Source: an optimization exercise on an open RTL-to-GDS flow (aim: small area, a short achievable clock period and few clock cycles). Production flows keep margins and buffers that such runs may drop.
RTL that was checked went through simulation tests only; none was proved equivalent to the original.
The RTL of runs 1 to 4 was laid out without a check of its function.
No activity file was given, so power comes from the tool's default toggle rates.

--- design/flow/design.v ---
`timescale 1ns / 1ps
module lt8(output y, input [7:0] a, input [7:0] b);
    wire [7:0] g = ~a & b;
    wire [7:0] l = ~a | b;
    wire [3:0] g2 = {g[7] | l[7] & g[6], g[5] | l[5] & g[4], g[3] | l[3] & g[2], g[1] | l[1] & g[0]};
    wire [3:0] l2 = {l[7] & l[6], l[5] & l[4], l[3] & l[2], l[1] & l[0]};
    wire [1:0] g4 = {g2[3] | l2[3] & g2[2], g2[1] | l2[1] & g2[0]};
    wire       l4 = l2[3] & l2[2];
    assign y = g4[1] | l4 & g4[0];
endmodule
module arrange(
    output [7:0] max,
    output [7:0] med,
    output [7:0] min,
    input [7:0] a,
    input [7:0] b,
    input [7:0] c
    );
    wire x, y, z;
    lt8 cx(x, a, b);
    lt8 cy(y, a, c);
    lt8 cz(z, b, c);
    assign max = (!x && !y) ? a : (!z ? b : c);
    assign min = ( x &&  y) ? a : ( z ? b : c);
    assign med = (x ^ y) ? a : ((x ^ z) ? c : b);
endmodule
`timescale 1ns / 1ps
module med_filter(
    output reg [7:0] out,
    output reg out_valid,
    output reg [15:0] addr_med,
    output reg finished,
    output reg [15:0] addr_im,
    input  [7:0] dout_im,
    input start,
    input rst,
    input clk
    );
   reg        running;
   reg [2:0]  ri;       
   reg [7:0]  rc;       
   reg        lastc;    
   reg        col_end;  
   wire last_rd  = (addr_im == 16'd50175);    
   always @(posedge clk) begin
      if (rst || (start && !running)) begin
         running <= !rst;
         ri <= 0;
         rc <= 0;
         lastc <= 0;
         col_end <= 0;
         addr_im <= 0;
      end else if (running) begin
         ri <= ri + 3'd1;
         col_end <= (ri == 3'd6);
         addr_im <= addr_im + (!col_end ? 16'd224 :           
                               !lastc   ? 16'hF9E1 :         
                                          16'hFE41);         
         if (col_end) begin
            rc <= lastc ? 8'd0 : rc + 8'd1;
            lastc <= (rc == 8'd222);
            if (last_rd) running <= 0;
         end
      end
   end
   wire       rv = running && (ri[2] || ri[1]) && (rc[7:1] != 0);
   wire [1:0] rf = !rv ? 2'd0 : (ri != 3'd2) ? 2'd1 : (rc != 8'd2) ? 2'd2 : 2'd3;
   reg  [1:0] f1, f2, f3, f4;
   always @(posedge clk) begin
      if (rst) begin
         f1 <= 0; f2 <= 0; f3 <= 0; f4 <= 0;
      end else begin
         f1 <= rf; f2 <= f1; f3 <= f2; f4 <= f3;
      end
   end
   reg [7:0] p [0:16];
   integer k;
   always @(posedge clk) begin
      p[0] <= dout_im;
      for (k = 1; k <= 16; k = k + 1) p[k] <= p[k-1];
   end
   wire [7:0] smax, smed, smin;
   arrange srow(.max(smax), .med(smed), .min(smin), .a(p[0]), .b(p[8]), .c(p[16]));
   reg [7:0] lo1, lo2, lo3, md1, md2, md3, hi1, hi2, hi3;
   always @(posedge clk) begin
      lo1 <= smin; lo2 <= lo1; lo3 <= lo2;
      md1 <= smed; md2 <= md1; md3 <= md2;
      hi1 <= smax; hi2 <= hi1; hi3 <= hi2;
   end
   wire lx, ly, mx, my, hx, hy;
   lt8 clx(lx, lo1, lo2), cly(ly, lo1, lo3);
   lt8 cmx(mx, md1, md2), cmy(my, md1, md3);
   lt8 chx(hx, hi1, hi2), chy(hy, hi1, hi3);
   reg  lz, mz, hz;
   reg [7:0] lmax, mmed, hmin;
   always @(posedge clk) begin
      lz <= lx; mz <= mx; hz <= hx;
      lmax <= (!lx && !ly) ? lo1 : (!lz ? lo2 : lo3);
      hmin <= ( hx &&  hy) ? hi1 : ( hz ? hi2 : hi3);
      mmed <= (mx ^ my) ? md1 : ((mx ^ mz) ? md3 : md2);
   end
   wire [7:0] fmed;
   arrange sfin(.max(), .med(fmed), .min(), .a(lmax), .b(mmed), .c(hmin));
   always @(posedge clk) begin
      out <= fmed;
   end
   always @(posedge clk) begin
      if (rst) begin
         out_valid <= 0;
         finished <= 0;
      end else begin
         out_valid <= (f4 != 0);
         if (start && !running) finished <= 0;
         else if (f4 != 0 && addr_med == 16'd49061) finished <= 1;
      end
      if (start && !running) addr_med <= 16'hFFFF;
      else addr_med <= addr_med + ((f4 == 2'd0) ? 16'd0 :
                                   (f4 == 2'd3) ? 16'd1 :
                                   (f4 == 2'd2) ? 16'hFBAB : 16'd222);   
   end
endmodule
--- design/flow/constraint.sdc ---
create_clock -name core_clock -period 4.5 [get_ports {clk}]
set_input_delay 0.9000 -clock core_clock [delete_from_list [all_inputs] [get_ports {clk}]]
set_output_delay 0.9000 -clock core_clock [all_outputs]
set_load 0.01 [all_outputs]
--- design/flow/run.sh ---
#!/bin/bash
# synth_recipe.tcl (not shown) runs the flow's synth.tcl, then flattens the netlist and writes it again
# the make line also repeats each setting of config.mk as NAME=value (left out here)
make -C /OpenROAD-flow-scripts/flow DESIGN_CONFIG=/design/flow/config.mk WORK_HOME=/design/flow/orfs CLKGATE_MAP_FILE= SYNTH_SCRIPT=/design/flow/synth_recipe.tcl finish
--- design/flow/config.mk ---
export PLATFORM = sky130hd
export DESIGN_NAME = med_filter
export DESIGN_NICKNAME = med_filter
export VERILOG_FILES = /design/flow/design.v
export SDC_FILE = /design/flow/constraint.sdc
export NUM_CORES = 4
export LEC_CHECK = 0
export CAP_MARGIN = 20
export CORE_MARGIN = 2
export CORE_UTILIZATION = 40
export SETUP_SLACK_MARGIN = 2.3
export SLEW_MARGIN = 20
==> impl_results.md, run 1 <==
* Crit path arrival time at ~3500 ps
* Tcrit/Tclk final at 0.678
* Slew headroom at 0.558
* Hpwl dp at approximately 15 mm
* Largest Register: p
* Fin nets at between 1000 and 1500
* Top cell type by total area after synthesis: dfxtp_1
* Fin Setup TNS at 0 ps
* Post-Syn Area at between 10000 and 15000 um^2
* Crit path max-delay family: adder cells
* CP endpoint kind: flop
* Initial antenna violation count at 0
* Mapped Nets at about 1100
* Leak pwr at about 0.0061 uW
* CTS Root Cell: clkbuf_16
* EDFF count, synth at 0
* Routability cong. at ~0.83
* Bufs and invs on worst path at 1
* Max Fclk at between 0.3 and 0.4 GHz
* Critical path launch point type: flop
* Initial core utilization at 0.409
* Fin util at 0.544
* Clock slew at reported path FFs at roughly 60 ps
* Yosys reg bits at about 300
* CTS Buf Count at 30
* Slowest cell on the critical path: ha_4
* Vias in the first global route at 7503
* Tot GR Track Use at 0.152
* Top post-synthesis cells by area: dfxtp_1 54%, mux2i_1 5.0%, maj3_1 3.1%
* Syn Area/Cell at roughly 10 um^2
* Synth Flop Type: dfxtp_1
* Tmin final at about 3100 ps
* First-pass GRT wire length at 36.5 mm
* Hold Crit Class: flop to flop
* Setup-failing EPs final at 0
* Die height at about 170 um
* Final wirelength at between 20 and 25 mm
* Top cell by count, worst path: maj3_2
* DIE AREA at 29000 um^2
* CP Cell Sequence: nor2b_4 -> maj3_2 -> maj3_2 -> maj3_2 -> maj3_2 -> maj3_2 -> a21o_1 -> maj3_2 -> ha_4 -> buf_8 -> nand2_1 -> o21ai_1
* Antenna-violating nets left at 0
* Final Hold Vio Count at 0
* Worst-path maximum fanout at 8
* Sequential fraction of the synthesis area at 0.542
* Worst hold margin at roughly 320 ps
* Vias/cell at approximately 5.0
* Boundary pin count at 53
* Final Max Tran Viols at 0
* Crit Path Class: flop to flop
* Worst vdd ir at ~330 uV
* Top-count cell post-synth: dfxtp_1
* DRT iter0 DRCs at 314
* Worst EP required at roughly 5000 ps
* Yosys warnings at 3
* Distinct cells, synth at 76
* Setup Skew at roughly 15 ps
* Core Rows at 60
* Remaining Overflow, GRT at 0
* Detailed Routing Iterations Pass 1 at 7
* Max reg flops at about 140
* Die X at between 150 and 200 um
* Core area at between 20000 and 30000 um^2
* H-tree levels at 1
* Top flop regs: p x136, addr_im x16, addr_med x16
* Post-synthesis cell count at between 1000 and 1500
* Pin count of the biggest net entering global routing at 28
* Status: finished clean
* Vias at 7849
* Clock Latency Late Sink at between 500 and 600 ps
* Port bufs at 52
* Clock sinks at ~300
* Layout cells sized above 1 at 0.290
* Avg WL per Cell at around 14 um
* Max-Cap Viols at 0
* Area grow syn2layout at 32.9%
* Crit path largest cell delay at roughly 330 ps
* Antenna diode count at 0
* Reg-to-reg slack, setup at 1450 ps
* Async SR Flop Fraction at 0
* Post-synth top cells: 299 x dfxtp_1, 79 x nor2_1, 77 x nand2_1, 71 x inv_1, 55 x mux2i_1
* # DRC at 0
* Worst Max-Slew Pin Slew at approximately 660 ps
* Hold-fix buffers, CTS at 0
* Synth top area share at 0.542
* Unrepaired setup endpoints after global routing: yes
* TritonCTS clock tree: built
* CTS Buffer Depth at 3
* Power density cells at between 500 and 600 nW/um^2
==> placed cells by master, fill, tap and decap left out, types with 18 or more instances in the layout <==
cell	n
nand2_1	64
maj3_2	27
dfxtp_2	20
dfxtp_4	24
dfxtp_1	255
xnor2_1	28
inv_1	67
nor2b_1	24
nor2_1	68
dlygate4sd2_1	39
buf_4	57
buf_6	20
maj3_1	18
mux2i_1	43
nand2b_1	19
o21ai_0	23
a21oi_1	30
clkbuf_16	30
==> power by group <==
part | switching (uW) | total, uW | internal [uW]
logic | 1260 | 2820 | 1550
clock network | 1070 | 2510 | 1440
registers | 331 | 3370 | 3040
total | 2670 | 8700 | 6030
==> stage by stage <==
| stage | instances | total power, uW | worst slack [ps] | instance area (um^2) |
|---|---|---|---|---|
| 2_1_floorplan | 1065 | 4780 | 1530 | 11300 |
| 3_3_place_gp | 1435 | 5250 | 1340 | 12100 |
| 3_5_place_dp | 1435 | 5270 | 1150 | 12100 |
| 4_1_cts | 1537 | 8340 | 1460 | 14000 |
| 5_1_grt | 1572 | 9150 | 1340 | 14700 |
| 6_report | 1572 | 8700 | 1450 | 14700 |
==> cell families after synthesis <==
logic type | synth area share
and+or+nand+nor | 0.124
buffers and inverters | 0.0338
muxes | 0.0641
AOI/OAI and AO/OA | 0.122
DFF | 0.542
adders and majority gates | 0.0714
xor gates and xnor gates | 0.0429
==> area by class of cell <==
| type | count | area (um^2) |
|---|---|---|
| Clock buffer | 35 | 820 |
| Clock inverter | 19 | 209 |
| Fill cell | 2411 | 12300 |
| Inverter | 72 | 279 |
| Multi-Input combinational cell | 667 | 5550 |
| Sequential cell | 299 | 6100 |
| Tap cell | 341 | 427 |
| Timing Repair Buffer | 139 | 1300 |
==> final timing paths <==
kind,from,endpoint,depth (start not counted)
setup / recovery,p[16][0],md1[1],12
hold / removal,p[2][5],p[3][5],0
setup reg to reg,p[16][0],md1[1],12
hold reg to reg,p[2][5],p[3][5],0
==> timing repair <==
item	CTS	global route
setup buffers	48	35
gates resized for setup	177	107
pin swaps	39	51
setup endpoints to repair	130	94
==> metal layers <==
metal,global-route usage,vias to the layer above,wire (um),part of all wire
met5,0,-,0,0
met4,0.0379,0,324,0.014
met3,0.0263,33,805,0.036
met2,0.258,93,10600,0.47
met1,0.202,3728,10800,0.48
li1,-,3995,-,-
==> run 2: changes to the inputs <==
==> design/flow/flow/run.sh (new file) <==
#!/bin/bash
# Standard ORFS layout, with unrestricted resizing and plain buffers on the ports.
set -euo pipefail
bash standard.sh MATCH_CELL_FOOTPRINT=0 "BUFFER_PORTS_ARGS=-buffer_cell sky130_fd_sc_hd__buf_2" finish > standard.log 2>&1
==> design/flow/standard.sh (new file) <==
#!/bin/bash
# synth_recipe.tcl (not shown) runs the flow's synth.tcl, then flattens the netlist and writes it again
# the make line also repeats each setting of config.mk as NAME=value (left out here)
make -C /OpenROAD-flow-scripts/flow DESIGN_CONFIG=/design/flow/config.mk WORK_HOME=/design/flow/orfs CLKGATE_MAP_FILE= SYNTH_SCRIPT=/design/flow/synth_recipe.tcl "${@:-finish}"
removed: design/flow/run.sh
==> impl_results.md, run 2 <==
* Status: finished clean
* Sw power at 2570 uW (-3.7%)
* Worst EP required at 4950 ps (-40 ps)
* Core area at 27000 um^2 (unchanged)
* Slew headroom at 0.571 (+0.0138)
* EDFF count, synth at 0 (unchanged)
* Initial core utilization at 0.409 (unchanged)
* Crit Path Class: flop to flop
* DRT iter0 DRCs at 417 (+33%)
* Yosys warnings at 3 (unchanged)
* Fin nets at 1229 (-1.4%)
* Vias at 7763 (-1.1%)
* Clock Latency Late Sink at 570 ps (about the same)
* Power share of the clock group at 0.292 (+0.003)
* Worst-path maximum fanout at 8 (unchanged)
* Top post-synthesis cells by area: dfxtp_1 54%, mux2i_1 5.0%, maj3_1 3.1%
* Hpwl dp at 14.3 mm (-2.1%)
* Mapped Nets at 1102 (unchanged)
* Detailed Routing Iterations Pass 1 at 5 (-2)
* Core Rows at 60 (unchanged)
* TritonCTS clock tree: built
* Tot GR Track Use at 0.149 (-0.00330)
* Syn Area/Cell at 10.4 um^2 (unchanged)
* Routability cong. at 0.831 (+0.35%)
* # DRC at 0 (unchanged)
* Combinational cell fraction of total power at 0.312 (-0.012)
* Boundary pin count at 53 (unchanged)
* Yosys reg bits at 299 (unchanged)
* Synth top area share at 0.542 (unchanged)
* Final Hold Vio Count at 0 (unchanged)
* Pint at 5920 uW (-1.8%)
* Post-Syn Area at 11100 um^2 (unchanged)
* Setup Skew at 17.5 ps (+2.96 ps)
* Vias/cell at 4.99 (about the same)
* Top flop regs: p x136, addr_im x16, addr_med x16
* Post-synth top cells: 299 x dfxtp_1, 79 x nor2_1, 77 x nand2_1, 71 x inv_1, 55 x mux2i_1
* Commonest non-fill, non-tap cell in the layout: dfxtp_1
* Clock sinks at 299 (unchanged)
* Final std cells w/o fill at 1556 (-1.0%)
* Top cell type by total area after synthesis: dfxtp_1
* Distinct cells, synth at 76 (unchanged)
* Final wirelength at 22.3 mm (-1.1%)
* Pin count of the biggest net entering global routing at 28 (unchanged)
* Port bufs at 52 (unchanged)
* Reg-to-reg startpoint: p[16][0]
* Worst vdd ir at 383 uV (+15%)
* CP Launch Point: p[16][0]
* Fin util at 0.524 (-0.0199)
* CTS Buffer Depth at 3 (unchanged)
* Initial antenna violation count at 0 (unchanged)
* Max Fclk at 0.327 GHz (-0.12%)
* Antenna diode count at 0 (unchanged)
* Sequential fraction of the synthesis area at 0.542 (unchanged)
* Layout cells sized above 1 at 0.295 (+0.00464)
* CTS Root Cell: clkbuf_16
* Leak pwr at 0.00586 uW (-3.5%)
* Setup-failing EPs final at 0 (unchanged)
* Sw frac at 0.303 (-0.00422)
* Tcrit/Tclk final at 0.679 (+0.000831)
* Max-Cap Viols at 0 (unchanged)
* Fin Setup TNS at 0 ps (unchanged)
* CP Cell Sequence: nor2b_4 -> maj3_2 -> maj3_2 -> maj3_2 -> maj3_2 -> maj3_2 -> a21o_1 -> maj3_2 -> ha_4 -> buf_8 -> nand2_1 -> o21ai_1
* Number of fill cells at 2369 (-1.7%)
* Unrepaired setup endpoints after global routing: yes
* DIE AREA at 29000 um^2 (unchanged)
* Hold Crit Class: flop to flop
* HP Start: p[15][1]
* Largest Register: p
* Antenna-violating nets left at 0 (unchanged)
* Top cell by count, worst path: maj3_2
* Tmin final at 3050 ps (+3.74 ps)
* H-tree levels at 1 (unchanged)
* Clock slew at reported path FFs at 60 ps (about the same)
* Remaining Overflow, GRT at 0 (unchanged)
* Die X at 170 um (unchanged)
* CP endpoint kind: flop
* Power density cells at 600 nW/um^2 (+1.3%)
* CTS Buf Count at 30 (unchanged)
* # placed instances at 1434 (-0.070%)
* Synth Flop Type: dfxtp_1
* Max reg flops at 136 (unchanged)
* Async SR Flop Fraction at 0 (unchanged)
* Most frequent cells in the layout: 271 x dfxtp_1, 77 x nor2_1, 68 x nand2_1
* Top-count cell post-synth: dfxtp_1
* First-pass GRT wire length at 35.7 mm (-2.2%)
* Area grow syn2layout at 28.0%
* Crit path arrival time at 3500 ps (-40 ps)
* Worst Max-Slew Pin Slew at 642 ps (-20.6 ps)
* Crit path largest cell delay at 320 ps (about the same)
* Die height at 170 um (unchanged)
* Post-synthesis cell count at 1065 (unchanged)
* Avg WL per Cell at 14.3 um (about the same)
* Sequential share of power at 0.396 (+0.009)
* Slowest cell on the critical path: dfxtp_2
* Critical path launch point type: flop
* Vias in the first global route at 7208 (-3.9%)
* Final Max Tran Viols at 0 (unchanged)
==> run 2: layout make-up <==
type | instances | area (um^2) | area share
well taps | 341 | 427 | 0.0301
clock buffers | 45 | 938 | 0.0663
repair buffers | 122 | 917 | 0.0648
clock inverters | 10 | 88.8 | 0.00628
inverters | 72 | 282 | 0.0199
multi-input cells | 667 | 5460 | 0.386
flip-flops and latches | 299 | 6040 | 0.427
==> run 2: worst paths after layout <==
kind / slack [ps] / depth (start not counted) / to
setup / recovery: 1450 / 12 / md1[0]
hold / removal: 320 / 0 / p[16][1]
setup reg to reg: 1450 / 12 / md1[0]
hold reg to reg: 320 / 0 / p[16][1]
==> run 2: power by group through the flow <==
stage	clock, uW	combinational, uW	sequential (uW)
after floorplan	0	1490	3300
after global placement	0	1820	3390
after detailed placement	0	1840	3400
after CTS	2540	2210	3340
after global routing	2680	2870	3420
final	2480	2650	3360
==> run 2: metal layers <==
metal / global-route usage / share of wire
met3: 0.0263 / 0.041
met4: 0.0409 / 0.016
met1: 0.205 / 0.48
met5: 0 / 0
met2: 0.241 / 0.46
==> run 2: what timing repair did <==
item	CTS	global route
hold endpoints to repair	0	0
gates resized for setup	105	88
pin swaps	34	51
hold buffers	0	0
endpoints found under the setup margin	103	79
buffers inserted	48	19
==> run 2: logic make-up after synthesis <==
logic type               after synthesis  synth area share
flip-flops                           299             0.542
multiplexers                          68            0.0641
AND/OR/NAND/NOR                      281             0.124
AO/OA/AOI/OAI                        198             0.122
adder cells (fa/ha/maj)               71            0.0714
buffers and inverters                 99            0.0338
XOR/XNOR                              49            0.0429
==> run 2: critical path, delay by kind of cell (launching register included) <==
kind	cells	cell delay [ps]
compound gates	2	220
fa+ha+maj	7	2100
buf+inv	1	150
flops	1	320
simple gates	2	170
==> run 2: stage by stage <==
step / power, uW / instance area [um^2] / hold WS, ps / setup slack [ps]
after floorplan: 4790 / 11300 / 310 / 1540
after global placement: 5210 / 11800 / 310 / 1350
after detailed placement: 5240 / 11800 / 312 / 1240
after CTS: 8100 / 13700 / 321 / 1430
after global routing: 8960 / 14200 / 325 / 1320
final: 8490 / 14200 / 317 / 1450
==> run 3: changes to the inputs <==
--- a/design/flow/design.v
+++ b/design/flow/design.v
@@ -65,12 +65,17 @@
    end
    wire       rv = running && (ri[2] || ri[1]) && (rc[7:1] != 0);
    wire [1:0] rf = !rv ? 2'd0 : (ri != 3'd2) ? 2'd1 : (rc != 8'd2) ? 2'd2 : 2'd3;
-   reg  [1:0] f1, f2, f3, f4;
+   reg  [1:0] f1, f2, f3;
+   reg        n_row, n_col, n_band;    
    always @(posedge clk) begin
       if (rst) begin
-         f1 <= 0; f2 <= 0; f3 <= 0; f4 <= 0;
+         f1 <= 0; f2 <= 0; f3 <= 0;
+         n_row <= 0; n_col <= 0; n_band <= 0;
       end else begin
-         f1 <= rf; f2 <= f1; f3 <= f2; f4 <= f3;
+         f1 <= rf; f2 <= f1; f3 <= f2;
+         n_row  <= (f3 == 2'd1);
+         n_col  <= (f3 == 2'd2);
+         n_band <= (f3 == 2'd3);
       end
    end
    reg [7:0] p [0:16];
@@ -109,13 +114,13 @@
          out_valid <= 0;
          finished <= 0;
       end else begin
-         out_valid <= (f4 != 0);
+         out_valid <= n_row || n_col || n_band;
          if (start && !running) finished <= 0;
-         else if (f4 != 0 && addr_med == 16'd49061) finished <= 1;
+         else if (n_row && addr_med == 16'd49061) finished <= 1;    
       end
       if (start && !running) addr_med <= 16'hFFFF;
-      else addr_med <= addr_med + ((f4 == 2'd0) ? 16'd0 :
-                                   (f4 == 2'd3) ? 16'd1 :
-                                   (f4 == 2'd2) ? 16'hFBAB : 16'd222);   
+      else addr_med <= addr_med + (({16{n_row}}  & 16'd222)  |
+                                   ({16{n_col}}  & 16'hFBAB) |     
+                                   ({16{n_band}} & 16'd1));
    end
 endmodule
==> design/flow/flow/run.sh (replaced) <==
#!/bin/bash
# Standard ORFS layout, except: no full/half-adder cell extraction in synthesis
# (ABC maps the comparators freely), unrestricted resizing, plain port buffers.
set -euo pipefail
bash standard.sh ADDER_MAP_FILE= MATCH_CELL_FOOTPRINT=0 "BUFFER_PORTS_ARGS=-buffer_cell sky130_fd_sc_hd__buf_2" finish > standard.log 2>&1
--- a/design/flow/config.mk
+++ b/design/flow/config.mk
@@ -8,5 +8,5 @@
 export CAP_MARGIN = 20
 export CORE_MARGIN = 2
 export CORE_UTILIZATION = 40
-export SETUP_SLACK_MARGIN = 2.3
+export SETUP_SLACK_MARGIN = 2.6
 export SLEW_MARGIN = 20
==> impl_results.md, run 3 <==
* Status: finished clean
* Commonest non-fill, non-tap cell in the layout: dfxtp_1
* Hold Crit Class: flop to flop
* Initial antenna violation count at 0 (unchanged)
* Distinct cells, synth at 81 (+6.6%)
* Sequential fraction of the synthesis area at 0.537 (-0.00475)
* Number of fill cells at 2302 (-2.8%)
* Synth top area share at 0.537 (-0.00475)
* TritonCTS clock tree: built
* Worst vdd ir at 362 uV (-5.6%)
* CTS Buffer Depth at 3 (unchanged)
* Boundary pin count at 53 (unchanged)
* Mapped Nets at 1156 (+4.9%)
* H-tree levels at 1 (unchanged)
* Area grow syn2layout at 42.0%
* Crit Path Class: flop to flop
* Sequential share of power at 0.399 (+0.003)
* Clock sinks at 300 (+0.33%)
* Port bufs at 52 (unchanged)
* Die X at 171 um (+0.60%)
* Worst-case reg-to-reg path depth at 10 (-2)
* EDFF count, synth at 0 (unchanged)
* CP endpoint kind: flop
* Sw frac at 0.302 (-0.000961)
* Crit path arrival time at 3100 ps (-400 ps)
* DRT iter0 DRCs at 702 (+68%)
* Max Fclk at 0.374 GHz (+14%)
* Max reg flops at 136 (unchanged)
* Power density cells at 524 nW/um^2 (-13%)
* Die height at 171 um (+0.60%)
* Avg WL per Cell at 16.1 um (+12%)
* Hold-fix buffers, CTS at 0 (unchanged)
* Fin util at 0.575 (+0.0512)
* Setup-failing EPs final at 0 (unchanged)
* Core area at 27600 um^2 (+2.2%)
* Yosys warnings at 3 (unchanged)
* Async SR Flop Fraction at 0 (unchanged)
* FF-to-FF End: md1[1]
* Pint at 5810 uW (-1.9%)
* Reg-to-reg slack, setup at 1830 ps (+380 ps)
* Tcrit/Tclk final at 0.594 (-0.0846)
* CP Cell Sequence: nand2b_4 -> maj3_2 -> maj3_2 -> a32oi_4 -> a21oi_4 -> buf_6 -> o21ai_4 -> buf_6 -> mux2i_4 -> a222oi_1
* CTS Root Cell: clkbuf_16
* Routability cong. at 0.930 (+12%)
* Remaining Overflow, GRT at 0 (unchanged)
* Worst Hold Path EP: p[8][0]
* Vias in the first global route at 8767 (+22%)
* Vias at 9044 (+17%)
* Pin count of the biggest net entering global routing at 25 (-11%)
* Clock slew at reported path FFs at 70 ps (about the same)
* Final Max Tran Viols at 0 (unchanged)
* HP Start: p[7][0]
* Post-synthesis cell count at 1145 (+7.5%)
* Post-synth top cells: 300 x dfxtp_1, 91 x inv_1, 84 x nor2_1, 70 x a21oi_1, 70 x nand2_1
* Syn Area/Cell at 9.77 um^2 (-5.8%)
* Yosys reg bits at 300 (+0.33%)
* Crit path largest cell delay at 360 ps (+40 ps)
* Core Rows at 61 (+1.7%)
* Hpwl dp at 16.0 mm (+12%)
* CTS Buf Count at 30 (unchanged)
* Final Hold Vio Count at 0 (unchanged)
* Slowest cell on the critical path: maj3_2
* Fin nets at 1354 (+10%)
* Clock Latency Late Sink at 560 ps (about the same)
* Tmin final at 2670 ps (-381 ps)
* Antenna diode count at 0 (unchanged)
* Antenna-violating nets left at 0 (unchanged)
* Most frequent cells in the layout: 225 x dfxtp_1, 109 x buf_4, 82 x inv_1
* CP Launch Point: p[0][0]
* Combinational cell fraction of total power at 0.297 (-0.015)
* Worst-path maximum fanout at 7 (-1)
* DIE AREA at 29300 um^2 (+1.2%)
* Top cell type by total area after synthesis: dfxtp_1
* Top-count cell post-synth: dfxtp_1
* Post-Syn Area at 11200 um^2 (+1.2%)
* Leak pwr at 0.00647 uW (+10%)
* Power share of the clock group at 0.304 (+0.012)
* Final wirelength at 28.0 mm (+26%)
* Unrepaired setup endpoints after global routing: yes
* Max-Cap Viols at 0 (unchanged)
* Total power draw at 8320 uW (-2.0%)
* Top flop regs: p x136, addr_im x16, addr_med x16
* Detailed Routing Iterations Pass 1 at 6 (+1)
* Synth Flop Type: dfxtp_1
* Hold Crit Depth at 0 (unchanged)
* Setup Skew at 20.8 ps (+3.29 ps)
* Worst EP required at 4920 ps (-30 ps)
* Layout cells sized above 1 at 0.413 (+0.119)
* Critical path launch point type: flop
* Top post-synthesis cells by area: dfxtp_1 54%, maj3_1 3.4%, a21oi_1 3.1%
* Fin Setup TNS at 0 ps (unchanged)
* Reg-to-reg startpoint: p[0][0]
* Tot GR Track Use at 0.186 (+0.0369)
* Slew headroom at 0.671 (+0.0993)
* Vias/cell at 5.18 (+3.9%)
* Worst Max-Slew Pin Slew at 491 ps (-151 ps)
* First-pass GRT wire length at 44.3 mm (+24%)
* Initial core utilization at 0.405 (-0.00404)
* # DRC at 0 (unchanged)
* Largest Register: p
* Sw power at 2510 uW (-2.3%)
## run 3: cell count changes in the layout (fill, tap and decap cells not counted), sizes merged, moves of 11 or more
cell and change:
nor3 +21, buf +91, xor2 +11, ha -26
a21oi +30, mux2i -27, inv +19
## run 3: power groups by stage
stage               clock network [uW]  logic, uW  registers, uW
finish                            2530       2470           3320
global route                      2720       2650           3370
CTS                               2600       2170           3310
detailed placement                   0       1660           3360
global placement                     0       1640           3360
floorplan                            0       1360           3270
## run 3: worst max-delay path by stage
stage	to	cells past startpoint
global placement	md1[2]	8
finish	md1[1]	10
floorplan	hmin[0]	8
detailed placement	md1[5]	8
CTS	out[1]	8
global route	md1[1]	10
## run 3: per-stage QoR
step	hold slack [ps]	std cells	worst slack [ps]	area (um^2)
global route	325	1745	1740	15900
finish	317	1745	1830	15900
detailed placement	312	1535	1690	12000
CTS	319	1710	1890	15000
global placement	310	1535	1800	12000
floorplan	310	1145	2080	11500
## run 3: final cells by class
class                   count  area (um^2)  area share
clock buffers              40          808      0.0509
clock inverters            16          211      0.0133
inverters                  91          353      0.0222
multi-input cells         707         5860       0.369
flip-flops and latches    300         6220       0.392
well taps                 378          473      0.0298
repair buffers            213         1960       0.123
## run 3: cells by family after synthesis
group | share of synthesized area
buffers and inverters | 0.0482
AO/OA/AOI/OAI | 0.152
adder cells (fa/ha/maj) | 0.0471
XOR/XNOR | 0.0412
multiplexers | 0.0311
flip-flops | 0.537
AND/OR/NAND/NOR | 0.143
## run 3: per-layer routing
metal | up-vias | part of all wire | wire length (um) | GRT usage
li1 | 4411 | - | - | -
met3 | 73 | 0.043 | 1200 | 0.0281
met2 | 248 | 0.48 | 13400 | 0.305
met5 | - | 0 | 0 | 0
met4 | 0 | 0.032 | 890 | 0.0700
met1 | 4312 | 0.45 | 12600 | 0.248
## run 3: repair_timing
action	in CTS	in global routing
pin swaps	90	79
setup endpoints to repair	121	126
gates resized for setup	314	134
buffers inserted	119	35
## run 3: critical path, delay by kind of cell (launching register included)
family / cells / cell delay [ps]
buffers and inverters: 2 / 300
and+or+nand+nor: 1 / 130
AOI/OAI and AO/OA: 4 / 1010
DFF: 1 / 350
adders and majority gates: 2 / 650
muxes: 1 / 100
==> run 4: changes to the inputs <==
--- a/design/flow/config.mk
+++ b/design/flow/config.mk
@@ -8,5 +8,5 @@
 export CAP_MARGIN = 20
 export CORE_MARGIN = 2
 export CORE_UTILIZATION = 40
-export SETUP_SLACK_MARGIN = 2.6
+export SETUP_SLACK_MARGIN = 2.3
 export SLEW_MARGIN = 20
==> impl_results.md, run 4 <==
* Storage cell area at 6100 um^2 (-2.0%)
* Top cell type by total area after synthesis: dfxtp_1
* Area grow syn2layout at 27.0%
* Clock slew at reported path FFs at 70 ps (about the same)
* Top post-synthesis cells by area: dfxtp_1 54%, maj3_1 3.4%, a21oi_1 3.1%
* Antenna-violating nets left at 0 (unchanged)
* Sequential fraction of the synthesis area at 0.537 (unchanged)
* Remaining Overflow, GRT at 0 (unchanged)
* Unrepaired setup endpoints after global routing: yes
* Worst-path maximum fanout at 6 (-1)
* Detailed Routing Iterations Pass 1 at 6 (unchanged)
* Post-synth top cells: 300 x dfxtp_1, 91 x inv_1, 84 x nor2_1, 70 x a21oi_1, 70 x nand2_1
* Area of the multi-input gates at 5320 um^2 (-9.2%)
* Post-synthesis cell count at 1145 (unchanged)
* DRT iter0 DRCs at 472 (-33%)
* Avg WL per Cell at 14.5 um (-9.5%)
* Core area at 27600 um^2 (unchanged)
* Layout cells sized above 1 at 0.278 (-0.136)
* Worst EP required at 4910 ps (about the same)
* CTS Buf Count at 31 (+3.3%)
* Pin count of the biggest net entering global routing at 25 (unchanged)
* Reg-to-reg startpoint: p[0][0]
* Worst vdd ir at 361 uV (-0.29%)
* Status: finished clean
* Top-count cell post-synth: dfxtp_1
* Tcrit/Tclk final at 0.600 (+0.00634)
* TritonCTS clock tree: built
* Slew headroom at 0.540 (-0.131)
* Antenna diode count at 0 (unchanged)
* CP Launch Point: p[0][0]
* Max Fclk at 0.370 GHz (-1.1%)
* Most frequent cells in the layout: 258 x dfxtp_1, 87 x inv_1, 81 x nor2_1
* CP endpoint kind: flop
* Worst Max-Slew Pin Slew at 690 ps (+200 ps)
* Placed Instance Area at 11900 um^2 (-0.81%)
* H-tree levels at 1 (unchanged)
* Yosys reg bits at 300 (unchanged)
* FF-to-FF End: md1[0]
* Die X at 171 um (unchanged)
* EDFF count, synth at 0 (unchanged)
* Commonest non-fill, non-tap cell in the layout: dfxtp_1
* Largest Register: p
* Setup-failing EPs final at 0 (unchanged)
* Setup Skew at 21.4 ps (+0.613 ps)
* Boundary pin count at 53 (unchanged)
* Port bufs at 52 (unchanged)
* Core Rows at 61 (unchanged)
* Async SR Flop Fraction at 0 (unchanged)
* Crit Path Class: flop to flop
* DIE AREA at 29300 um^2 (unchanged)
* Distinct cells, synth at 81 (unchanged)
* Die height at 171 um (unchanged)
* Worst-case reg-to-reg path depth at 9 (-1)
* CTS Root Cell: clkbuf_16
* Hpwl dp at 15.5 mm (-2.8%)
* Routability cong. at 0.873 (-6.1%)
* Final wirelength at 24.0 mm (-14%)
* Leak pwr at 0.00576 uW (-11%)
* Initial core utilization at 0.405 (unchanged)
* Vias in the first global route at 7857 (-10%)
* Design Area, Final at 14200 um^2 (-11%)
* Mapped Nets at 1156 (unchanged)
* Tmin final at 2700 ps (+28.5 ps)
* First-pass GRT wire length at 39.2 mm (-12%)
* Syn Area/Cell at 9.77 um^2 (unchanged)
* Fin Setup TNS at 0 ps (unchanged)
* Hold Crit Class: flop to flop
* Capture point of the worst path: md1[0]
* CTS Buffer Depth at 3 (unchanged)
* Vias at 8395 (-7.2%)
* # DRC at 0 (unchanged)
* Final Hold Vio Count at 0 (unchanged)
* Max-Cap Viols at 0 (unchanged)
* Tot GR Track Use at 0.162 (-0.0235)
* Clock Latency Late Sink at 560 ps (about the same)
* Fin nets at 1258 (-7.1%)
* Initial antenna violation count at 0 (unchanged)
* Top flop regs: p x136, addr_im x16, addr_med x16
* Synth top area share at 0.537 (unchanged)
* Crit path arrival time at 3120 ps (+20 ps)
* Critical path launch point type: flop
* Vias/cell at 5.09 (-1.8%)
* Reg-to-reg slack, setup at 1800 ps (-30 ps)
* Number of fill cells at 2497 (+8.5%)
* Clock sinks at 300 (unchanged)
* Yosys warnings at 3 (unchanged)
* Max reg flops at 136 (unchanged)
* Synth Flop Type: dfxtp_1
* Final Max Tran Viols at 0 (unchanged)
* Post-Syn Area at 11200 um^2 (unchanged)
* Power density cells at 581 nW/um^2 (+11%)
run 4: cell counts after synthesis:
Identical to the previous run, type by type.
run 4: cells by family after synthesis:
group	after synthesis	synth area share
mux	34	0.0311
flops	300	0.537
fa+ha+maj	51	0.0471
simple gates	322	0.143
buf+inv	138	0.0482
compound gates	250	0.152
xor+xnor	50	0.0412
run 4: worst max-delay path: stages (launching register included):
cell and delay, ps:
dfxtp_4 340, nand2b_4 130, maj3_2 300, maj3_2 380, a32oi_4 310, buf_6 150, a31oi_4 130, o21ai_4 250
mux2i_4 120, a222oi_1 430
run 4: metal layers:
metal / routed length [um] / global-route usage / vias to the layer above
met4: 457 / 0.0479 / 0
met5: 0 / 0 / -
met1: 11700 / 0.229 / 3940
met2: 10800 / 0.257 / 198
met3: 994 / 0.0242 / 41
li1: - / - / 4216
run 4: power by group:
| part | switching [uW] | internal (uW) | total [uW] |
|---|---|---|---|
| registers | 278 | 3030 | 3310 |
| clock network | 1070 | 1680 | 2750 |
| logic | 1080 | 1100 | 2180 |
| total | 2430 | 5820 | 8250 |
run 4: how the worst min path moves through the flow:
| stage | start | endpoint | slack [ps] | cells after the start |
|---|---|---|---|---|
| after detailed placement | p[9][4] | p[10][4] | 310 | 0 |
| after CTS | p[4][7] | p[5][7] | 320 | 0 |
| final | p[4][7] | p[5][7] | 310 | 0 |
| after global placement | p[6][1] | p[7][1] | 310 | 0 |
| after floorplan | p[9][0] | p[10][0] | 310 | 0 |
| after global routing | p[4][7] | p[5][7] | 310 | 0 |
run 4: cell type report:
type                            instances  share of cell area
Sequential cell                       300               0.429
Multi-Input combinational cell        707               0.375
Clock buffer                           38              0.0586
Timing Repair Buffer                  116              0.0582
Tap cell                              378              0.0333
Inverter                               91              0.0243
Clock inverter                         20              0.0216
run 4: metrics by stage:
step / setup WS, ps / utilization / power [uW] / hold WS [ps] / instances
finish: 1800 / 0.514 / 8250 / 313 / 1650
detailed placement: 1510 / 0.431 / 5000 / 312 / 1535
global placement: 1610 / 0.431 / 4980 / 310 / 1535
floorplan: 2080 / - / 4600 / 310 / 1145
CTS: 1860 / 0.499 / 8130 / 316 / 1632
global route: 1670 / 0.514 / 8660 / 312 / 1650
run 4: timing repair:
action,4_1_cts,5_1_grt
hold buffers,0,0
endpoints found under the setup margin,85,72
buffers inserted,39,17
resized for setup,115,84
cloned,0,1
hold endpoints to repair,0,0
pin swaps,34,30
==> run 5: changes to the inputs <==
--- a/design/flow/design.v
+++ b/design/flow/design.v
@@ -1,13 +1,4 @@
 `timescale 1ns / 1ps
-module lt8(output y, input [7:0] a, input [7:0] b);
-    wire [7:0] g = ~a & b;
-    wire [7:0] l = ~a | b;
-    wire [3:0] g2 = {g[7] | l[7] & g[6], g[5] | l[5] & g[4], g[3] | l[3] & g[2], g[1] | l[1] & g[0]};
-    wire [3:0] l2 = {l[7] & l[6], l[5] & l[4], l[3] & l[2], l[1] & l[0]};
-    wire [1:0] g4 = {g2[3] | l2[3] & g2[2], g2[1] | l2[1] & g2[0]};
-    wire       l4 = l2[3] & l2[2];
-    assign y = g4[1] | l4 & g4[0];
-endmodule
 module arrange(
     output [7:0] max,
     output [7:0] med,
@@ -16,10 +7,9 @@
     input [7:0] b,
     input [7:0] c
     );
-    wire x, y, z;
-    lt8 cx(x, a, b);
-    lt8 cy(y, a, c);
-    lt8 cz(z, b, c);
+    wire x = a < b;
+    wire y = a < c;
+    wire z = b < c;
     assign max = (!x && !y) ? a : (!z ? b : c);
     assign min = ( x &&  y) ? a : ( z ? b : c);
     assign med = (x ^ y) ? a : ((x ^ z) ? c : b);
@@ -92,10 +82,9 @@
       md1 <= smed; md2 <= md1; md3 <= md2;
       hi1 <= smax; hi2 <= hi1; hi3 <= hi2;
    end
-   wire lx, ly, mx, my, hx, hy;
-   lt8 clx(lx, lo1, lo2), cly(ly, lo1, lo3);
-   lt8 cmx(mx, md1, md2), cmy(my, md1, md3);
-   lt8 chx(hx, hi1, hi2), chy(hy, hi1, hi3);
+   wire lx = lo1 < lo2, ly = lo1 < lo3;
+   wire mx = md1 < md2, my = md1 < md3;
+   wire hx = hi1 < hi2, hy = hi1 < hi3;
    reg  lz, mz, hz;
    reg [7:0] lmax, mmed, hmin;
    always @(posedge clk) begin
==> impl_results.md, run 5 <==
* Area of the multi-input gates at 5210 um^2 (-2.1%)
* Boundary pin count at 53 (unchanged)
* Routability cong. at 0.826 (-5.4%)
* # DRC at 0 (unchanged)
* Vias at 7942 (-5.4%)
* Async SR Flop Fraction at 0 (unchanged)
* EDFF count, synth at 0 (unchanged)
* Die height at 170 um (-0.95%)
* Vias in the first global route at 7389 (-6.0%)
* Final Max Tran Viols at 0 (unchanged)
* Max-Cap Viols at 0 (unchanged)
* Most frequent cells in the layout: 265 x dfxtp_1, 78 x nor2_1, 75 x inv_1
* Syn Area/Cell at 10.0 um^2 (+2.6%)
* Hold-fix buffers, CTS at 0 (unchanged)
* CTS Buffer Depth at 3 (unchanged)
* DIE AREA at 28800 um^2 (-1.9%)
* Initial core utilization at 0.407 (+0.00220)
* Synth Flop Type: dfxtp_1
* First-pass GRT wire length at 36.7 mm (-6.4%)
* Sequential fraction of the synthesis area at 0.547 (+0.0105)
* Status: finished clean
* Initial antenna violation count at 0 (unchanged)
* Crit path largest cell delay at 330 ps (-100 ps)
* Bufs and invs on worst path at 0 (-1)
* Post-synthesis cell count at 1094 (-4.5%)
* Worst EP required at 5000 ps (+90 ps)
* Slew headroom at 0.495 (-0.0444)
* Commonest non-fill, non-tap cell in the layout: dfxtp_1
* Top cell type by total area after synthesis: dfxtp_1
* Total power draw at 7670 uW (-7.0%)
* DRT iter0 DRCs at 497 (+5.3%)
* CTS Buf Count at 30 (-3.2%)
* Antenna-violating nets left at 0 (unchanged)
* Largest Register: p
* Unrepaired setup endpoints after global routing: yes
* Max reg flops at 136 (unchanged)
* Hpwl dp at 14.5 mm (-7.0%)
* Tmin final at 2660 ps (-43.8 ps)
* Die X at 170 um (-0.95%)
* Worst vdd ir at 384 uV (+6.4%)
* Detailed Routing Iterations Pass 1 at 8 (+2)
* Power density cells at 556 nW/um^2 (-4.2%)
* Post-Syn Area at 11000 um^2 (-1.9%)
* Top flop regs: p x136, addr_im x16, addr_med x16
* Area grow syn2layout at 25.7%
* Crit Path Class: flop to flop
* Port bufs at 52 (unchanged)
* Leak pwr at 0.00566 uW (-1.8%)
* Crit path arrival time at 3150 ps (+30 ps)
* Storage cell area at 6080 um^2 (-0.35%)
* Antenna diode count at 0 (unchanged)
* Core area at 27000 um^2 (-2.5%)
* CTS Root Cell: clkbuf_16
* CP endpoint kind: flop
* Top post-synthesis cells by area: dfxtp_1 55%, mux2i_1 3.6%, nor2_1 2.9%
* Tot GR Track Use at 0.153 (-0.00934)
* Crit path max-delay family: adder cells
* Worst Max-Slew Pin Slew at 757 ps (+66.6 ps)
* Slowest cell on the critical path: dfxtp_2
* Clock sinks at 300 (unchanged)
* Top-count cell post-synth: dfxtp_1
* Synth top area share at 0.547 (+0.0105)
* Setup-failing EPs final at 0 (unchanged)
* Tcrit/Tclk final at 0.591 (-0.00974)
* Fin util at 0.512 (-0.00248)
* Remaining Overflow, GRT at 0 (unchanged)
* Mapped Nets at 1105 (-4.4%)
* Distinct cells, synth at 74 (-8.6%)
* Vias/cell at 5.10 (+0.25%)
* Final wirelength at 22.2 mm (-7.4%)
* Worst-path maximum fanout at 7 (+1)
* Max Fclk at 0.376 GHz (+1.6%)
* Post-synth top cells: 300 x dfxtp_1, 84 x nor2_1, 78 x inv_1, 77 x nand2_1, 57 x a21oi_1
* Number of fill cells at 2397 (-4.0%)
* TritonCTS clock tree: built
* Clock slew at reported path FFs at 60 ps (about the same)
* Fin nets at 1206 (-4.1%)
* Top cell by count, worst path: maj3_2
* Critical path launch point type: flop
* Avg WL per Cell at 14.3 um (-1.9%)
* CP Cell Sequence: nor2b_4 -> maj3_2 -> maj3_2 -> maj3_2 -> maj3_2 -> a31o_4 -> and2_4 -> mux2i_4 -> o221a_1
* Yosys warnings at 3 (unchanged)
* Setup Skew at 6.15 ps (-15.3 ps)
* Final Hold Vio Count at 0 (unchanged)
* Clock Latency Late Sink at 560 ps (about the same)
* Fin Setup TNS at 0 ps (unchanged)
* H-tree levels at 1 (unchanged)
* Yosys reg bits at 300 (unchanged)
* Core Rows at 60 (-1.6%)
* Hold Crit Class: flop to flop
* Layout cells sized above 1 at 0.275 (-0.00202)
* Pin count of the biggest net entering global routing at 22 (-12%)
run 5: changes by cell type after synthesis, moves of 5 or more:
cell and change:
a222oi_1 -5, o21ai_0 -5, xnor2_1 +6, a21oi_1 -13, nor3_1 -24, o221a_1 +7
nand2_1 +7, mux2i_1 +12, inv_1 -13, nor2b_1 -7, maj3_1 -18
run 5: final cells by class:
class	count	area share
clock buffer	39	0.0583
clock inverter	14	0.0134
inverter	79	0.0220
multi-input combinational	675	0.378
sequential	300	0.441
tap	341	0.0309
timing repair buffer	108	0.0563
timing repair inverter	1	0.000363
run 5: worst paths after layout:
kind	startpoint	endpoint	slack [ps]	cells after the start
worst min-delay path	p[4][6]	p[5][6]	320	0
worst max-delay path	hmin[0]	out[1]	1840	9
worst min register to register	p[4][6]	p[5][6]	320	0
worst max register to register	hmin[0]	out[1]	1840	9
run 5: per-layer routing:
layer | GRT usage | share of wire | wire [um]
met2 | 0.239 | 0.44 | 9840
met3 | 0.0240 | 0.041 | 912
met1 | 0.219 | 0.49 | 11000
met5 | 0 | 0 | 0
met4 | 0.0442 | 0.022 | 492
run 5: kinds of logic (layout without fill, tap and decap cells):
logic type / after synthesis / in the layout / synth area share
AO/OA/AOI/OAI: 230 / 230 / 0.145
adder cells (fa/ha/maj): 36 / 36 / 0.0347
buffers and inverters: 119 / 241 / 0.0408
XOR/XNOR: 57 / 57 / 0.0462
multiplexers: 51 / 51 / 0.0509
flip-flops: 300 / 300 / 0.547
AND/OR/NAND/NOR: 301 / 301 / 0.135
run 5: repair_timing:
action                     CTS  global route
setup endpoints to repair   83            87
pin swaps                   29            30
buffers inserted            35            18
resized for setup           98            82
cloned                       0             1
run 5: per-stage QoR:
step	hold WS, ps	area (um^2)	std cells	setup slack (ps)
CTS	325	13300	1538	1810
global route	328	13800	1557	1750
detailed placement	312	11700	1450	1490
finish	324	13800	1557	1840
floorplan	309	11200	1094	1950
global placement	310	11700	1450	1590
run 5: power breakdown:
part           switching, uW  total, uW  internal (uW)
clock network           1020       2460           1440
logic                    923       1920            997
registers                280       3290           3010
total                   2220       7670           5450
Testbench counts of run 5, summed over its fixed seeds: cycles 795,708.
==> run 6: changes to the inputs <==
==> design/flow/flow/run.sh (replaced) <==
#!/bin/bash
# Standard ORFS layout, with unrestricted resizing and plain buffers on the ports.
set -euo pipefail
bash standard.sh MATCH_CELL_FOOTPRINT=0 "BUFFER_PORTS_ARGS=-buffer_cell sky130_fd_sc_hd__buf_2" finish > standard.log 2>&1
--- a/design/flow/config.mk
+++ b/design/flow/config.mk
@@ -8,5 +8,8 @@
 export CAP_MARGIN = 20
 export CORE_MARGIN = 2
 export CORE_UTILIZATION = 40
+export CTS_BUF_LIST = sky130_fd_sc_hd__clkbuf_16
+export CTS_CLUSTER_DIAMETER = 80
+export CTS_CLUSTER_SIZE = 25
 export SETUP_SLACK_MARGIN = 2.3
 export SLEW_MARGIN = 20
==> impl_results.md, run 6 <==
* Status: finished clean
* Yosys warnings at 3 (unchanged)
* Syn Area/Cell at 10.5 um^2 (+4.7%)
* Pin count of the biggest net entering global routing at 31 (+41%)
* Layout cells sized above 1 at 0.217 (-0.0586)
* Boundary pin count at 53 (unchanged)
* Sequential fraction of the synthesis area at 0.528 (-0.0196)
* Top cell type by total area after synthesis: dfxtp_1
* Synth Flop Type: dfxtp_1
* Final wirelength at 21.9 mm (-1.2%)
* Top flop regs: p x136, addr_im x16, addr_med x16
* CTS Buf Count at 17 (-43%)
* CTS Root Cell: clkbuf_16
* Yosys reg bits at 300 (unchanged)
* Worst hold margin at 318 ps (-6.08 ps)
* Post-Syn Area at 11400 um^2 (+3.7%)
* Leak pwr at 0.00605 uW (+6.9%)
* Crit Path Class: flop to flop
* # placed instances at 1495 (+3.1%)
* Fin nets at 1305 (+8.2%)
* Top-count cell post-synth: dfxtp_1
* Async SR Flop Fraction at 0 (unchanged)
* Antenna-violating nets left at 0 (unchanged)
* Slew headroom at 0.674 (+0.179)
* Hpwl dp at 15.0 mm (+3.5%)
* Avg WL per Cell at 14.0 um (-1.5%)
* Setup Skew at 24.0 ps (+17.9 ps)
* Antenna diode count at 0 (unchanged)
* Unrepaired setup endpoints after global routing: yes
* Post-synth top cells: 300 x dfxtp_1, 113 x ha_1, 85 x inv_1, 79 x nor2_1, 70 x nand2_1
* Power density cells at 562 nW/um^2 (+1.1%)
* Clock slew at reported path FFs at 90 ps (+30 ps)
* Die height at 173 um (+1.8%)
* Mapped Nets at 1209 (+9.4%)
* Tot GR Track Use at 0.145 (-0.00846)
* Fin util at 0.481 (-0.0306)
* Distinct cells, synth at 68 (-8.1%)
* Tmin final at 2270 ps (-385 ps)
* DIE AREA at 29800 um^2 (+3.6%)
* Vias/cell at 4.86 (-4.7%)
* Critical path launch point type: flop
* Port bufs at 52 (unchanged)
* Max reg flops at 136 (unchanged)
* Initial antenna violation count at 0 (unchanged)
* Vias in the first global route at 7291 (-1.3%)
* Initial core utilization at 0.407 (about the same)
* Fin Setup TNS at 0 ps (unchanged)
* Most frequent cells in the layout: 270 x dfxtp_1, 102 x ha_1, 81 x inv_1
* Worst EP required at 4890 ps (-110 ps)
* CP endpoint kind: flop
* Clock Latency Late Sink at 510 ps (-50 ps)
* Final Max Tran Viols at 0 (unchanged)
* Tcrit/Tclk final at 0.505 (-0.0856)
* Setup-failing EPs final at 0 (unchanged)
* Clock sinks at 300 (unchanged)
* Final Hold Vio Count at 0 (unchanged)
* Vias at 7600 (-4.3%)
* Die X at 173 um (+1.8%)
* Core area at 27900 um^2 (+3.6%)
* # DRC at 0 (unchanged)
* EDFF count, synth at 0 (unchanged)
* Detailed Routing Iterations Pass 1 at 5 (-3)
* Largest Register: p
* Worst-path maximum fanout at 5 (-2)
* Max-Cap Viols at 0 (unchanged)
* DRT iter0 DRCs at 407 (-18%)
* First-pass GRT wire length at 36.2 mm (-1.4%)
* Routability cong. at 0.828 (+0.30%)
* Synth top area share at 0.528 (-0.0196)
* CTS Buffer Depth at 3 (unchanged)
* Commonest non-fill, non-tap cell in the layout: dfxtp_1
* Top post-synthesis cells by area: dfxtp_1 53%, ha_1 12%, inv_1 2.8%
* Worst vdd ir at 346 uV (-9.9%)
* Hold Crit Class: flop to flop
* Core Rows at 61 (+1.7%)
* Area grow syn2layout at 18.1%
* Crit path arrival time at 2660 ps (-490 ps)
* Final std cells w/o fill at 1563 (+0.39%)
* Post-synthesis cell count at 1084 (-0.91%)
* TritonCTS clock tree: built
* Max Fclk at 0.440 GHz (+17%)
* Hold-fix buffers, CTS at 0 (unchanged)
* Worst Setup Slack, final at 2230 ps (+385 ps)
* Pre-CTS setup slack at 1940 ps (+454 ps)
* H-tree levels at 1 (unchanged)
* Worst Max-Slew Pin Slew at 488 ps (-268 ps)
* Remaining Overflow, GRT at 0 (unchanged)
run 6: timing repair:
item,CTS,global route
resized for setup,48,72
pin swaps,24,34
setup buffers,29,14
gates cloned,1,0
endpoints found under the setup margin,58,75
run 6: final timing paths:
| path | from | end | slack (ps) | depth (start not counted) |
|---|---|---|---|---|
| worst min register to register | p[14][3] | p[15][3] | 320 | 0 |
| worst min-delay path | p[14][3] | p[15][3] | 320 | 0 |
| worst max-delay path | col_end | addr_im[15] | 2230 | 10 |
| worst max register to register | col_end | addr_im[15] | 2230 | 10 |
run 6: logic make-up (layout without fill, tap and decap cells):
family	count (synthesis)	count (layout)	share of synthesized area
flip-flops	300	300	0.528
AND/OR/NAND/NOR	271	271	0.117
AO/OA/AOI/OAI	222	223	0.129
adder cells (fa/ha/maj)	114	114	0.126
buffers and inverters	107	207	0.0361
multiplexers	36	36	0.0349
XOR/XNOR	34	34	0.0291
run 6: stage by stage:
stage	power (uW)	cell area, um^2
final	7560	13400
after global routing	8080	13400
after CTS	7200	13000
after detailed placement	5380	12100
after global placement	5330	12100
after floorplan	4850	11400
run 6: layer usage:
metal,vias up,global-route usage,share of wire
li1,3935,-,-
met1,3523,0.206,0.51
met2,110,0.234,0.44
met3,32,0.0185,0.034
met4,0,0.0335,0.017
met5,-,0,0
run 6: final cells by class:
| cell class | instances | area, um^2 |
|---|---|---|
| fillers | 2610 | 14500 |
| flip-flops and latches | 300 | 6060 |
| multi-input cells | 678 | 5420 |
| repair buffers | 98 | 666 |
| well taps | 378 | 473 |
| clock buffers | 17 | 425 |
| inverters | 85 | 324 |
| clock inverters | 7 | 75.1 |
run 6: critical path, cell delays in order, from the launching register on:
cell	delay (ps)
dfxtp_4	370
and2_4	160
inv_6	40
ha_4	230
and4_1	180
a221o_1	320
o211a_1	170
o21ai_2	140
nor2_1	50
a31oi_1	150
mux2_2	350
run 6: where the power goes:
part	internal, uW	switching, uW	total (uW)
sequential	3070	294	3360
combinational	1320	1280	2610
clock	718	873	1590
total	5110	2450	7560
==> run 7: changes to the inputs <==
--- a/design/flow/config.mk
+++ b/design/flow/config.mk
@@ -8,8 +8,8 @@
 export CAP_MARGIN = 20
 export CORE_MARGIN = 2
 export CORE_UTILIZATION = 40
-export CTS_BUF_LIST = sky130_fd_sc_hd__clkbuf_16
-export CTS_CLUSTER_DIAMETER = 80
-export CTS_CLUSTER_SIZE = 25
+export CTS_BUF_LIST = sky130_fd_sc_hd__clkbuf_8
+export CTS_CLUSTER_DIAMETER = 60
+export CTS_CLUSTER_SIZE = 16
 export SETUP_SLACK_MARGIN = 2.3
 export SLEW_MARGIN = 20
==> impl_results.md, run 7 <==
* Hold Crit Class: flop to flop
* Crit Path Class: flop to flop
* Post-synthesis cell count at 1084 (unchanged)
* Async SR Flop Fraction at 0 (unchanged)
* Synth Flop Type: dfxtp_1
* Antenna-violating nets left at 0 (unchanged)
* Vias at 7681 (+1.1%)
* Antenna diode count at 0 (unchanged)
* Sequential fraction of the synthesis area at 0.528 (unchanged)
* Pre-CTS setup slack at 1940 ps (unchanged)
* DRT iter0 DRCs at 402 (-1.2%)
* Max-Cap Viols at 0 (unchanged)
* Worst-path maximum fanout at 5 (unchanged)
* Final Hold Vio Count at 0 (unchanged)
* Tot GR Track Use at 0.146 (+0.00133)
* Fin nets at 1310 (+0.38%)
* Die height at 173 um (unchanged)
* Post-synth top cells: 300 x dfxtp_1, 113 x ha_1, 85 x inv_1, 79 x nor2_1, 70 x nand2_1
* Commonest non-fill, non-tap cell in the layout: dfxtp_1
* Status: finished clean
* Top cell type by total area after synthesis: dfxtp_1
* Boundary pin count at 53 (unchanged)
* CP endpoint kind: flop
* CTS Buffer Depth at 3 (unchanged)
* Distinct cells, synth at 68 (unchanged)
* Port bufs at 52 (unchanged)
* HP Start: p[3][0]
* CTS Root Cell: clkbuf_8
* Top-count cell post-synth: dfxtp_1
* Clock slew at reported path FFs at 100 ps (about the same)
* # placed instances at 1495 (unchanged)
* Top flop regs: p x136, addr_im x16, addr_med x16
* Core area at 27900 um^2 (unchanged)
* Initial core utilization at 0.407 (unchanged)
* Initial antenna violation count at 0 (unchanged)
* Final wirelength at 22.3 mm (+1.8%)
* TritonCTS clock tree: built
* Reg-to-reg slack, setup at 2210 ps (-20 ps)
* Vias in the first global route at 7402 (+1.5%)
* Layout cells sized above 1 at 0.229 (+0.0116)
* H-tree levels at 1 (unchanged)
* Hpwl dp at 15.0 mm (unchanged)
* Max Fclk at 0.437 GHz (-0.69%)
* CP Launch Point: col_end
* CTS Buf Count at 27 (+10)
* Largest Register: p
* Clock Latency Late Sink at 590 ps (+80 ps)
* Mapped Nets at 1209 (unchanged)
* # DRC at 0 (unchanged)
* Yosys reg bits at 300 (unchanged)
* Max reg flops at 136 (unchanged)
* Die X at 173 um (unchanged)
* EDFF count, synth at 0 (unchanged)
* Unrepaired setup endpoints after global routing: yes
* Crit path arrival time at 2760 ps (+100 ps)
* Detailed Routing Iterations Pass 1 at 5 (unchanged)
* Placed Instance Area at 12100 um^2 (unchanged)
* Leak pwr at 0.00610 uW (+0.86%)
* DIE AREA at 29800 um^2 (unchanged)
* Pin count of the biggest net entering global routing at 31 (unchanged)
* Slew headroom at 0.667 (-0.00703)
* Remaining Overflow, GRT at 0 (unchanged)
* First-pass GRT wire length at 36.5 mm (+0.76%)
* Syn Area/Cell at 10.5 um^2 (unchanged)
* Power density cells at 572 nW/um^2 (+1.8%)
* Area grow syn2layout at 19.0%
* Yosys warnings at 3 (unchanged)
* Setup-failing EPs final at 0 (unchanged)
* Fin Setup TNS at 0 ps (unchanged)
* Worst vdd ir at 325 uV (-6.0%)
* Most frequent cells in the layout: 270 x dfxtp_1, 100 x ha_1, 82 x inv_1
* Tcrit/Tclk final at 0.509 (+0.00349)
* Post-Syn Area at 11400 um^2 (unchanged)
* Reg-to-reg startpoint: col_end
* Critical path launch point type: flop
* Tmin final at 2290 ps (+15.7 ps)
* Core Rows at 61 (unchanged)
* Top post-synthesis cells by area: dfxtp_1 53%, ha_1 12%, inv_1 2.8%
* Worst EP required at 4970 ps (+80 ps)
* Worst Max-Slew Pin Slew at 499 ps (+10.5 ps)
* Final std cells w/o fill at 1577 (+0.90%)
* Vias/cell at 4.87 (+0.17%)
* Design Area, Final at 13500 um^2 (+0.77%)
* Clock sinks at 300 (unchanged)
* Routability cong. at 0.828 (unchanged)
* Synth top area share at 0.528 (unchanged)
* Avg WL per Cell at 14.2 um (+0.86%)
* Worst Setup Slack, final at 2210 ps (-15.7 ps)
* Worst hold margin at 324 ps (+6.60 ps)
* Final Max Tran Viols at 0 (unchanged)
* Setup Skew at 19.5 ps (-4.50 ps)
run 7: cell types whose count changed in the layout (fill, tap and decap cells not counted), moves of 2 or more:
cell,previous run,this run
buf_4,36,32
bufinv_16,0,4
clkbuf_16,17,0
clkbuf_8,0,27
ha_1,102,100
inv_6,2,5
inv_8,0,2
run 7: final cells by class:
type / count / area (um^2)
well taps: 378 / 473
clock inverters: 16 / 223
inverters: 85 / 324
clock buffers: 27 / 372
flip-flops and latches: 300 / 6060
fillers: 2578 / 14400
repair buffers: 93 / 628
multi-input cells: 678 / 5460
run 7: critical path, stage by stage (launching register included):
cell	delay [ps]
dfxtp_4	370
and2_4	160
inv_6	40
ha_4	230
and4_1	180
a221o_1	320
o211a_1	170
o21ai_2	130
nor2_1	50
a31oi_1	160
mux2_2	340
run 7: cell families (layout without fill, tap and decap cells):
group | after synthesis | after routing | synth area share
simple gates | 271 | 271 | 0.117
buf+inv | 107 | 221 | 0.0361
flops | 300 | 300 | 0.528
mux | 36 | 36 | 0.0349
compound gates | 222 | 223 | 0.129
xor+xnor | 34 | 34 | 0.0291
fa+ha+maj | 114 | 114 | 0.126
run 7: path summary, 6_finish.rpt:
kind | depth (start not counted) | to
setup reg to reg | 10 | addr_im[15]
hold / removal | 0 | p[4][0]
hold reg to reg | 0 | p[4][0]
setup / recovery | 10 | addr_im[15]
run 7: layer usage:
metal  global-route usage  wire [um]
met1                0.204      11300
met2                0.235       9780
met3               0.0235        867
met4               0.0374        412
met5                    0          0
run 7: timing repair:
action | in CTS | in global routing
gates resized for setup | 50 | 77
setup endpoints to repair | 62 | 73
buffers inserted | 27 | 11
pin swaps | 26 | 35
cloned | 1 | 0
endpoints found under the hold margin | 0 | 0
hold buffers | 0 | 0
run 7: metrics by stage:
stage,util,power (uW)
final,0.485,7750
after global routing,0.485,8290
after CTS,0.469,7360
after detailed placement,0.433,5380
after global placement,0.433,5330
after floorplan,-,4850
run 7: power breakdown:
group / internal (uW) / total [uW] / leakage, uW / switching [uW]
registers: 3070 / 3360 / 0.00252 / 296
logic: 1330 / 2640 / 0.00328 / 1310
clock network: 821 / 1750 / 0.000307 / 929
total: 5210 / 7750 / 0.00610 / 2540
==> run 8: changes to the inputs <==
--- a/design/flow/config.mk
+++ b/design/flow/config.mk
@@ -8,8 +8,5 @@
 export CAP_MARGIN = 20
 export CORE_MARGIN = 2
 export CORE_UTILIZATION = 40
-export CTS_BUF_LIST = sky130_fd_sc_hd__clkbuf_8
-export CTS_CLUSTER_DIAMETER = 60
-export CTS_CLUSTER_SIZE = 16
 export SETUP_SLACK_MARGIN = 2.3
 export SLEW_MARGIN = 20
==> impl_results.md, run 8 <==
* Status: finished clean
* Mapped Nets at 1209 (unchanged)
* Tot GR Track Use at 0.148 (+0.00247)
* Clock sinks at 300 (unchanged)
* Crit Path Class: flop to flop
* Yosys warnings at 3 (unchanged)
* Fin nets at 1318 (+0.61%)
* Layout cells sized above 1 at 0.248 (+0.0190)
* CTS Root Cell: clkbuf_16
* Core area at 27900 um^2 (unchanged)
* Top post-synthesis cells by area: dfxtp_1 53%, ha_1 12%, inv_1 2.8%
* Tcrit/Tclk final at 0.501 (-0.00742)
* H-tree levels at 1 (unchanged)
* Initial core utilization at 0.407 (unchanged)
* # DRC at 0 (unchanged)
* Antenna-violating nets left at 0 (unchanged)
* DRT iter0 DRCs at 365 (-9.2%)
* Critical path launch point type: flop
* Boundary pin count at 53 (unchanged)
* Top cell type by total area after synthesis: dfxtp_1
* Slowest cell on the critical path: dfxtp_4
* CP Cell Sequence: and2_4 -> inv_6 -> ha_4 -> and4_1 -> a221o_1 -> o211a_1 -> o21ai_2 -> nor2_1 -> a31oi_1 -> mux2_2
* Leak pwr at 0.00633 uW (+3.8%)
* Most frequent cells in the layout: 267 x dfxtp_1, 96 x ha_1, 79 x inv_1
* DIE AREA at 29800 um^2 (unchanged)
* Crit path largest cell delay at 360 ps (about the same)
* Synth top area share at 0.528 (unchanged)
* Final Max Tran Viols at 0 (unchanged)
* Die X at 173 um (unchanged)
* Worst-path maximum fanout at 5 (unchanged)
* HP Start: p[2][1]
* Max reg flops at 136 (unchanged)
* Fin Setup TNS at 0 ps (unchanged)
* Worst Hold Path EP: p[3][1]
* Crit path arrival time at 2700 ps (-60 ps)
* TritonCTS clock tree: built
* Post-Syn Area at 11400 um^2 (unchanged)
* CTS Buffer Depth at 3 (unchanged)
* Setup-failing EPs final at 0 (unchanged)
* Power density cells at 607 nW/um^2 (+6.0%)
* Tmin final at 2260 ps (-33.4 ps)
* Post-synth top cells: 300 x dfxtp_1, 113 x ha_1, 85 x inv_1, 79 x nor2_1, 70 x nand2_1
* CTS Buf Count at 30 (+11%)
* Worst hold margin at 325 ps (+1.05 ps)
* Commonest non-fill, non-tap cell in the layout: dfxtp_1
* Placed Instance Area at 12100 um^2 (unchanged)
* Final Hold Vio Count at 0 (unchanged)
* Vias in the first global route at 7546 (+1.9%)
* Hold Crit Class: flop to flop
* Setup Skew at 8.87 ps (-10.6 ps)
* Worst Setup Slack, final at 2240 ps (+33.4 ps)
* Worst EP required at 4950 ps (-20 ps)
* # placed instances at 1495 (unchanged)
* Worst Max-Slew Pin Slew at 504 ps (+5.16 ps)
* Initial antenna violation count at 0 (unchanged)
* Sequential fraction of the synthesis area at 0.528 (unchanged)
* Avg WL per Cell at 14.0 um (-0.88%)
* Pin count of the biggest net entering global routing at 31 (unchanged)
* Yosys reg bits at 300 (unchanged)
* First-pass GRT wire length at 37.2 mm (+2.0%)
* Vias/cell at 4.85 (-0.36%)
* Syn Area/Cell at 10.5 um^2 (unchanged)
* Async SR Flop Fraction at 0 (unchanged)
* Top-count cell post-synth: dfxtp_1
* Top flop regs: p x136, addr_im x16, addr_med x16
* Clock slew at reported path FFs at 70 ps (-30 ps)
* Distinct cells, synth at 68 (unchanged)
* Port bufs at 52 (unchanged)
* Reg-to-reg slack, setup at 2240 ps (+30 ps)
* Die height at 173 um (unchanged)
* Routability cong. at 0.828 (unchanged)
* Number of fill cells at 2516 (-2.4%)
* Antenna diode count at 0 (unchanged)
* Detailed Routing Iterations Pass 1 at 5 (unchanged)
* Final wirelength at 22.4 mm (+0.19%)
* EDFF count, synth at 0 (unchanged)
* Worst-case reg-to-reg path depth at 10 (unchanged)
* Vias at 7736 (+0.72%)
* Max-Cap Viols at 0 (unchanged)
* Area grow syn2layout at 23.9%
* Hold Crit Depth at 0 (unchanged)
* Unrepaired setup endpoints after global routing: yes
* Worst vdd ir at 373 uV (+15%)
* Synth Flop Type: dfxtp_1
* Clock Latency Late Sink at 560 ps (-30 ps)
* Max Fclk at 0.443 GHz (+1.5%)
* Pre-CTS setup slack at 1940 ps (unchanged)
* FF-to-FF End: addr_im[15]
* Largest Register: p
* Post-synthesis cell count at 1084 (unchanged)
* Remaining Overflow, GRT at 0 (unchanged)
* CP endpoint kind: flop
* Reg-to-reg startpoint: col_end
* Slew headroom at 0.664 (-0.00344)
* Final std cells w/o fill at 1594 (+1.1%)
* Design Area, Final at 14100 um^2 (+4.1%)
* Core Rows at 61 (unchanged)
* Hpwl dp at 15.0 mm (unchanged)
## run 8: changes by cell type in the layout (fill, tap and decap cells not counted), moves of 4 or more
cell / delta
clkbuf_8: -24
dfxtp_2: +4
ha_4: +4
ha_1: -4
clkbuf_16: +30
buf_4: +7
clkinv_4: +5
## run 8: layout make-up
type | count | area, um^2 | share of cell area
multi-input combinational | 678 | 5520 | 0.392
clock inverter | 21 | 274 | 0.0194
clock buffer | 34 | 796 | 0.0565
tap | 378 | 473 | 0.0336
sequential | 300 | 6060 | 0.430
timing repair buffer | 98 | 649 | 0.0461
inverter | 85 | 324 | 0.0230
## run 8: cell families (layout without fill, tap and decap cells)
logic type	Yosys count	in the layout	synth area share
flops	300	300	0.528
simple gates	271	271	0.117
compound gates	222	223	0.129
fa+ha+maj	114	114	0.126
buf+inv	107	238	0.0361
mux	36	36	0.0349
xor+xnor	34	34	0.0291
## run 8: per-stage QoR
stage	util	total power, uW
after detailed placement	0.433	5380
final	0.505	8550
after CTS	0.486	8220
after global placement	0.433	5330
after global routing	0.505	9110
after floorplan	-	4850
## run 8: per-layer routing
layer  routed length, um  share of wire  vias up  GRT usage
met2               10000           0.45      111      0.246
met1               11100           0.50     3601      0.203
met5                   0              0        -          0
met4                 561          0.025        0     0.0410
met3                 664          0.030       39     0.0204
li1                    -              -     3985          -
## run 8: critical path: cells and delay by family (launching register included)
| family | cells | cell delay (ps) |
|---|---|---|
| fa+ha+maj | 1 | 230 |
| mux | 1 | 340 |
| buf+inv | 1 | 40 |
| compound gates | 4 | 770 |
| simple gates | 3 | 400 |
| flops | 1 | 360 |
## run 8: how the worst max path moves through the flow
stage / start / slack (ps) / end
6_report: col_end / 2240 / addr_im[15]
5_1_grt: col_end / 2120 / addr_im[15]
2_1_floorplan: col_end / 2210 / addr_im[15]
3_3_place_gp: p[16][5] / 2070 / md1[6]
3_5_place_dp: p[16][5] / 1940 / md1[2]
4_1_cts: col_end / 2240 / addr_im[15]
## run 8: what timing repair did
| action | in CTS | in global routing |
|---|---|---|
| hold endpoints to repair | 0 | 0 |
| setup endpoints to repair | 60 | 72 |
| hold buffers | 0 | 0 |
| gates cloned | 1 | 0 |
| setup buffers | 28 | 15 |
| pin swaps | 26 | 44 |
| gates resized for setup | 49 | 85 |
## run 8: where the power goes
group	internal, uW	switching [uW]
sequential	3070	301
clock	1530	1070
combinational	1300	1290
total	5900	2650

Check on run 8: ideal ports give 2.245 ns setup slack; a clkbuf_16 on the clock port and buf_2 on the inputs give 2.245 ns; moving port delays by the midpoint clock arrival (0.602 ns) as well gives 2.214 ns.
